Source: an optimization exercise on an open RTL-to-GDS flow (aim: small area and a short achievable clock period). Production flows keep margins and buffers that such runs may drop.
Where RTL was checked, it was by simulation tests only, not by an equivalence proof against the original.

==> inputs of try-amber <==
## qpsk_demod
module qpsk_demod (
    input         clk,
    input         rst,
    input  [15:0] in_i,
    input  [15:0] in_q,
    output [15:0] i_sync,
    output [15:0] q_sync,
    output        bit_sync,
    output [31:0] sym_iq
);
clock: 8.5 ns
lec_check: 0
cap_margin: 20
core_margin: 2
core_utilization: 50
cts_cluster_diameter: 100
cts_cluster_size: 25
setup_slack_margin: 5
slew_margin: 20
synth_hierarchical: 1
synth_memory_max_bits: 65536
standard.sh (not shown) runs the stock make flow with config.mk's settings and CLKGATE_MAP_FILE= SYNTH_SCRIPT=/design/flow/synth_recipe.tcl, a recipe that flattens the netlist after the stock synthesis.
==> flow/flow/run.sh <==
#!/bin/bash
set -euo pipefail
bash standard.sh SETUP_SLACK_MARGIN=5.3 finish > flow_standard.log 2>&1
==> try-xenon (differences from try-amber) <==
==> flow/flow/run.sh (replaced) <==
#!/bin/bash
set -euo pipefail
bash standard.sh SETUP_SLACK_MARGIN=5.1 finish > flow_standard.log 2>&1
==> flow_summary.yaml <==
run_status:
  status: "complete, no violations"
global_routing:
  grt_max_degree: 151
drt:
  wl_met2_um: 79600
timing:
  rsz0062_at_grt: "yes"
finish:
  final_cells: 7376
# the run above: try-amber

==> flow_summary.yaml <==
run_status:
  status: "complete, no violations"
timing:
  rsz0062_at_grt: "no"
drt:
  wl_met2_um: 77500
finish:
  multi_input_area_mm2: 0.0304
  final_cells: 7261
global_routing:
  grt_max_degree: 140
# the run above: try-xenon



==> inputs of run a <==
qpsk_demod, a different RTL version from the one above (not shown whole).
// qpsk_demod
module qpsk_demod (
    input         clk,
    input         rst,
    input  [15:0] in_i,
    input  [15:0] in_q,
    output [15:0] i_sync,
    output [15:0] q_sync,
    output        bit_sync,
    output [31:0] sym_iq
);
  reg [6:0] cnt;
  always @(posedge clk or posedge rst)
    if (rst) cnt <= 7'd0;
    else if (!cnt[6]) cnt <= cnt + 7'd1;
  wire run7  = cnt[6] | (|cnt[5:3]) | (&cnt[2:0]);
  wire run64 = cnt[6];
  reg  [15:0] re_o, im_o;             
  reg  [15:0] plus, minus;
  always @(posedge clk) begin
    plus  <= re_o[15] ? (16'd0 - im_o) : im_o;
    minus <= im_o[15] ? (16'd0 - re_o) : re_o;
  end
  wire [16:0] pd = {plus[15], plus} - {minus[15], minus};
  reg  [17*64-1:0] dl;
  always @(posedge clk) dl <= {dl[17*63-1:0], pd};
  wire [16:0] old = run64 ? dl[17*64-1:17*63] : 17'd0;
  reg  [17:0] x;
  always @(posedge clk or posedge rst)
    if (rst) x <= 18'd0;
    else     x <= {plus[15], plus[15], plus} - {minus[15], minus[15], minus} - {old[16], old};
  reg  [22:0] sum;
  always @(posedge clk or posedge rst)
    if (rst) sum <= 23'd0;
    else     sum <= sum + {{5{x[17]}}, x};
  reg  [25:0] acc;
  always @(posedge clk or posedge rst)
    if (rst) acc <= 26'd0;
    else     acc <= acc - {{3{sum[22]}}, sum};
  reg  [9:0] a0, a1, a2, a3;
  always @(posedge clk or posedge rst)
    if (rst) a0 <= 10'd0;
    else     a0 <= acc[25:16];
  always @(posedge clk) begin
    a1 <= a0; a2 <= a1; a3 <= a2;
  end
  wire       big = a3[7] & (|a3[6:0]);
  reg  [7:0] mf;
  reg  [1:0] qd4;
  reg        sw4;
  always @(posedge clk) begin
    mf  <= big ? (8'd0 - a3[7:0]) : a3[7:0];
    qd4 <= a3[9:8];
    sw4 <= big ^ a3[8];
  end
  reg [14:0] ts, tc;
  always @(*) begin
    case (mf)
      8'd0: begin ts = 15'd0; tc = 15'd32767; end
      8'd1: begin ts = 15'd201; tc = 15'd32766; end
      8'd2: begin ts = 15'd402; tc = 15'd32765; end
  ...
clock: 8.5 ns
lec_check: 0
cap_margin: 20
core_margin: 2
core_utilization: 50
cts_cluster_diameter: 100
cts_cluster_size: 25
setup_slack_margin: 5
slew_margin: 20
synth_hierarchical: 1
synth_memory_max_bits: 65536
==> flow/flow/run.sh <==
#!/bin/bash
set -euo pipefail
bash standard.sh SETUP_SLACK_MARGIN=5.3 finish > flow_standard.log 2>&1
==> run b (differences from run a) <==
--- a/flow/design.v
+++ b/flow/design.v
@@ -248,27 +248,29 @@
   reg [6:0] cnt;
   always @(posedge clk or posedge rst)
     if (rst) cnt <= 7'd0;
     else if (!cnt[6]) cnt <= cnt + 7'd1;
   wire run7  = cnt[6] | (|cnt[5:3]) | (&cnt[2:0]);
   wire run64 = cnt[6];
   reg  [15:0] re_o, im_o;             
-  reg  [15:0] plus, minus;
-  always @(posedge clk) begin
-    plus  <= re_o[15] ? (16'd0 - im_o) : im_o;
-    minus <= im_o[15] ? (16'd0 - re_o) : re_o;
-  end
-  wire [16:0] pd = {plus[15], plus} - {minus[15], minus};
+  wire        si = re_o[15], sq = im_o[15];
+  wire [15:0] pa = im_o ^ {16{si}};
+  wire [15:0] pb = ~(re_o ^ {16{sq}});
+  wire [16:0] pds = {pa[15], pa} + {pb[15], pb} + {15'd0, si} + {15'd0, ~sq};
+  wire        ovp = si & (im_o == 16'h8000);
+  wire        ovm = sq & (re_o == 16'h8000);
+  reg  [16:0] pdg;
+  always @(posedge clk) pdg <= {pds[16] ^ ovp ^ ovm, pds[15:0]};
   reg  [17*64-1:0] dl;
-  always @(posedge clk) dl <= {dl[17*63-1:0], pd};
+  always @(posedge clk) dl <= {dl[17*63-1:0], pdg};
   wire [16:0] old = run64 ? dl[17*64-1:17*63] : 17'd0;
   reg  [17:0] x;
   always @(posedge clk or posedge rst)
     if (rst) x <= 18'd0;
-    else     x <= {plus[15], plus[15], plus} - {minus[15], minus[15], minus} - {old[16], old};
+    else     x <= {pdg[16], pdg} - {old[16], old};
   reg  [22:0] sum;
   always @(posedge clk or posedge rst)
     if (rst) sum <= 23'd0;
     else     sum <= sum + {{5{x[17]}}, x};
   reg  [25:0] acc;
   always @(posedge clk or posedge rst)
     if (rst) acc <= 26'd0;
==> run c (differences from run a) <==
==> flow/flow/run.sh (replaced) <==
#!/bin/bash
set -euo pipefail
bash standard.sh SETUP_SLACK_MARGIN=5.4 finish > flow_standard.log 2>&1
==> summary of the runs <==
- Global-route usage: run c > run a > run b.
- Clock skew: run a < run c < run b.
- Fmax, lowest first: run b, run a, run c.
- Between run a and run c, the lower via count is in run a (gap 1.6%, measured against run c).
- The lowest count of clock-buffer cells in the layout belongs to run b, the highest to run a.
- Sequential cell count is the same in run a and run c.
- Non-clock buffer count: run b is lower than run c (114).


==> run B <==
qpsk_demod, a different RTL version from the one above (not shown whole).
make LEC_CHECK=0 CAP_MARGIN=20 CORE_MARGIN=2 CORE_UTILIZATION=40 SETUP_SLACK_MARGIN=5 SLEW_MARGIN=20 SYNTH_HIERARCHICAL=1 SYNTH_MEMORY_MAX_BITS=65536 finish   # period 8.5 ns
run.sh (not shown) runs the stock make flow with config.mk's settings and CLKGATE_MAP_FILE= SYNTH_SCRIPT=/design/flow/synth_recipe.tcl, a recipe that flattens the netlist after the stock synthesis.
Stock flow here: none of the scripts above is used.
==> run A (differences from run B) <==
==> flow/flow/run.sh (new file) <==
#!/bin/bash
set -euo pipefail
bash standard.sh SETUP_SLACK_MARGIN=6 finish > flow_standard.log 2>&1
==> flow/standard.sh (new file) <==
#!/bin/bash
# synth_recipe.tcl (not shown) runs the flow's synth.tcl, then flattens the netlist and writes it again
# the make line also repeats each setting of config.mk as NAME=value (left out here)
make -C /OpenROAD-flow-scripts/flow DESIGN_CONFIG=/design/flow/config.mk WORK_HOME=/design/flow/orfs CLKGATE_MAP_FILE= SYNTH_SCRIPT=/design/flow/synth_recipe.tcl "${@:-finish}"
removed: flow/run.sh
==> run P (differences from run B) <==
--- a/flow/design.v
+++ b/flow/design.v
@@ -248,29 +248,33 @@
   reg [6:0] cnt;
   always @(posedge clk or posedge rst)
     if (rst) cnt <= 7'd0;
     else if (!cnt[6]) cnt <= cnt + 7'd1;
   wire run7  = cnt[6] | (|cnt[5:3]) | (&cnt[2:0]);
   wire run64 = cnt[6];
   reg  [15:0] re_o, im_o;             
-  wire [15:0] plus  = re_o[15] ? (16'd0 - im_o) : im_o;
-  wire [15:0] minus = im_o[15] ? (16'd0 - re_o) : re_o;
+  wire        si = re_o[15], sq = im_o[15];
+  wire [15:0] pa = im_o ^ {16{si}};
+  wire [15:0] pb = ~(re_o ^ {16{sq}});
+  wire [16:0] pds = {pa[15], pa} + {pb[15], pb} + {15'd0, si} + {15'd0, ~sq};
+  wire        ovp = si & (im_o == 16'h8000);
+  wire        ovm = sq & (re_o == 16'h8000);
   reg  [16:0] pdg;
-  always @(posedge clk) pdg <= {plus[15], plus} - {minus[15], minus};
-  reg  [16:0] pdr;
-  always @(posedge clk or posedge rst)
-    if (rst) pdr <= 17'd0;
-    else     pdr <= pdg;
-  reg  [17*64-1:0] dl;                
-  always @(posedge clk) dl <= {dl[17*63-1:0], pdr};
+  always @(posedge clk) pdg <= {pds[16] ^ ovp ^ ovm, pds[15:0]};
+  reg  [17*64-1:0] dl;
+  always @(posedge clk) dl <= {dl[17*63-1:0], pdg};
   wire [16:0] old = run64 ? dl[17*64-1:17*63] : 17'd0;
+  reg  [17:0] x;
+  always @(posedge clk or posedge rst)
+    if (rst) x <= 18'd0;
+    else     x <= {pdg[16], pdg} - {old[16], old};
   reg  [22:0] sum;
   always @(posedge clk or posedge rst)
     if (rst) sum <= 23'd0;
-    else     sum <= sum + {{6{pdr[16]}}, pdr} - {{6{old[16]}}, old};
+    else     sum <= sum + {{5{x[17]}}, x};
   reg  [22:0] sum_d;
   always @(posedge clk) sum_d <= sum;
   reg  [25:0] acc;
   always @(posedge clk or posedge rst)
     if (rst) acc <= 26'd0;
     else     acc <= acc - {{3{sum_d[22]}}, sum_d};
   reg  [9:0] a1, a2, a3;
@@ -3255,23 +3259,26 @@
   reg im_r1810_q; assign im_r1810 = im_r1810_q;
   reg im_r1811_q; assign im_r1811 = im_r1811_q;
   reg im_r1812_q; assign im_r1812 = im_r1812_q;
   reg im_r1813_q; assign im_r1813 = im_r1813_q;
   reg im_r1814_q; assign im_r1814 = im_r1814_q;
   wire [32:0] re_a = {re5_c970, re5_c968, re5_c966, re5_c964, re5_c962, re5_c960, re5_c958, re5_c956, re5_c954, re5_c952, re5_c950, re5_c948, re5_c946, re5_c944, re5_c942, re5_c940, re5_c938, re5_c936, re5_c934, re5_c932, re5_c930, re5_c928, re5_c926, re5_c924, re5_c922, re5_c920, re5_c918, re5_c916, re5_c914, re5_c912, re5_c910, re5_c908, re5_s907};
   wire [32:0] re_b = {re4_c906, re5_s969, re5_s967, re5_s965, re5_s963, re5_s961, re5_s959, re5_s957, re5_s955, re5_s953, re5_s951, re5_s949, re5_s947, re5_s945, re5_s943, re5_s941, re5_s939, re5_s937, re5_s935, re5_s933, re5_s931, re5_s929, re5_s927, re5_s925, re5_s923, re5_s921, re5_s919, re5_s917, re5_s915, re5_s913, re5_s911, re5_s909, re_r724};
-  wire [32:0] re_s = re_a + re_b;
+  wire [17:0] re_lo = {1'b0, re_a[16:0]} + {1'b0, re_b[16:0]};
   wire [32:0] im_a = {im5_c1940, im5_c1938, im5_c1936, im5_c1934, im5_c1932, im5_c1930, im5_c1928, im5_c1926, im5_c1924, im5_c1922, im5_c1920, im5_c1918, im5_c1916, im5_c1914, im5_c1912, im5_c1910, im5_c1908, im5_c1906, im5_c1904, im5_c1902, im5_c1900, im5_c1898, im5_c1896, im5_c1894, im5_c1892, im5_c1890, im5_c1888, im5_c1886, im5_c1884, im5_c1882, im5_c1880, im5_c1878, im5_s1877};
   wire [32:0] im_b = {im4_c1876, im5_s1939, im5_s1937, im5_s1935, im5_s1933, im5_s1931, im5_s1929, im5_s1927, im5_s1925, im5_s1923, im5_s1921, im5_s1919, im5_s1917, im5_s1915, im5_s1913, im5_s1911, im5_s1909, im5_s1907, im5_s1905, im5_s1903, im5_s1901, im5_s1899, im5_s1897, im5_s1895, im5_s1893, im5_s1891, im5_s1889, im5_s1887, im5_s1885, im5_s1883, im5_s1881, im5_s1879, im_r1694};
-  wire [32:0] im_s = im_a + im_b;
-  reg [15:0] re_h, im_h;
+  wire [17:0] im_lo = {1'b0, im_a[16:0]} + {1'b0, im_b[16:0]};
+  reg [15:0] re_ha, re_hb, im_ha, im_hb;
+  reg        re_c, im_c;
   always @(posedge clk) begin
-    re_h <= re_s[32:17];
-    im_h <= im_s[32:17];
+    re_ha <= re_a[32:17]; re_hb <= re_b[32:17]; re_c <= re_lo[17];
+    im_ha <= im_a[32:17]; im_hb <= im_b[32:17]; im_c <= im_lo[17];
   end
+  wire [15:0] re_h = re_ha + re_hb + {15'd0, re_c};
+  wire [15:0] im_h = im_ha + im_hb + {15'd0, im_c};
   always @(posedge clk or posedge rst)
     if (rst) begin
       re_o <= 16'd0;
       im_o <= 16'd0;
     end else begin
       re_o <= run7 ? re_h : 16'd0;
       im_o <= run7 ? im_h : 16'd0;
- CORE_UTILIZATION: 40 -> 50
- CTS_CLUSTER_DIAMETER: default -> 100
- CTS_CLUSTER_SIZE: default -> 25
==> flow_metrics.tcl <==
set metrics [dict create \
    multi_input_comb_area_um2 31400 \
    post-cts-setup-buffer-count 30 \
    grtUsageMet2 0.328 \
    global_route_track_usage_on_met1 0.256 \
    number_of_global_route_vias_before_repair 44600 \
    clk_pin_slew_ns 0.06 \
    floorplan.core_area_um2 170000 \
    dpl.cell_count 7619 \
    final.min_clock_period_ns 3.63 \
    final_cell_count_no_fill 7972 \
    run_status "no timing/DRC/antenna violations" \
    detailroute.wirelength.met3_mm 12.0 \
]
That was run B.
==> flow_metrics.tcl <==
set metrics [dict create \
    run_status "no timing/DRC/antenna violations" \
    final_cell_count_no_fill 7348 \
    number_of_global_route_vias_before_repair 41900 \
    clk_pin_slew_ns 0.10 \
    global_route_track_usage_on_met1 0.331 \
    final.min_clock_period_ns 3.51 \
    multi_input_comb_area_um2 31100 \
    post-cts-setup-buffer-count 23 \
    die_area_um2 141000 \
]
That was run P.
==> flow_metrics.tcl <==
set metrics [dict create \
    design.portCount 99 \
    dpl.cell_count 7607 \
    number_of_global_route_vias_before_repair 47700 \
    hold_viol 0 \
    detailroute.wirelength.met3_mm 20.0 \
    htree_num_levels 4 \
    final_cell_count_no_fill 8408 \
    global_route_track_usage_on_met1 0.280 \
    post-cts-setup-buffer-count 363 \
    clk_pin_slew_ns 0.06 \
    run_status "no timing/DRC/antenna violations" \
    multi_input_comb_area_um2 35000 \
    number_of_slew_limit_violations_in_the_final_report 0 \
    final.min_clock_period_ns 3.64 \
]
That was run A.
The RTL of run B and run A was laid out without a check of its function.

==> separate check: timing with driven ports <==
In the flow no input, the clock included, has a driving cell. The finished layouts below were timed again as built, in two steps. Step 1 (the two cells are an assumption about what drives the block):
set clk [get_ports {clk}]
set_driving_cell -lib_cell sky130_fd_sc_hd__clkbuf_16 $clk
set_driving_cell -lib_cell sky130_fd_sc_hd__buf_2 [delete_from_list [all_inputs] $clk]
Step 2 also shifts input and output timing later by t, the mid clock arrival at the registers, as if the neighbouring blocks saw the same clock. Slacks: ideal / step 1 / step 2; pairs: ideal / step 1.
run | shift t [ns] | slack for setup (ns) | cell pins on the clock port's net
try-amber | 0.803 | 5.308 / 5.279 / 5.211 | 1
try-xenon | 0.814 | 5.114 / 5.064 / 4.984 | 1
run a of note 2 | 0.818 | 5.317 / 5.273 / 5.144 | 1
run b of note 2 | 0.811 | 5.287 / 5.207 / 5.115 | 1
run c of note 2 | 0.804 | 5.384 / 5.312 / 5.212 | 1
run B of note 3 | 0.859 | 4.868 / 4.868 / 4.868 | 1
run A of note 3 | 0.863 | 4.859 / 4.859 / 4.859 | 1
run P of note 3 | 0.804 | 4.994 / 4.956 / 4.604 | 1
After both steps every run listed still meets setup and hold. For run P of note 3, which loses most, drivers alone change the setup slack by -0.038 ns; drivers and shift together by -0.390 ns. Setup slack includes reset recovery checks.
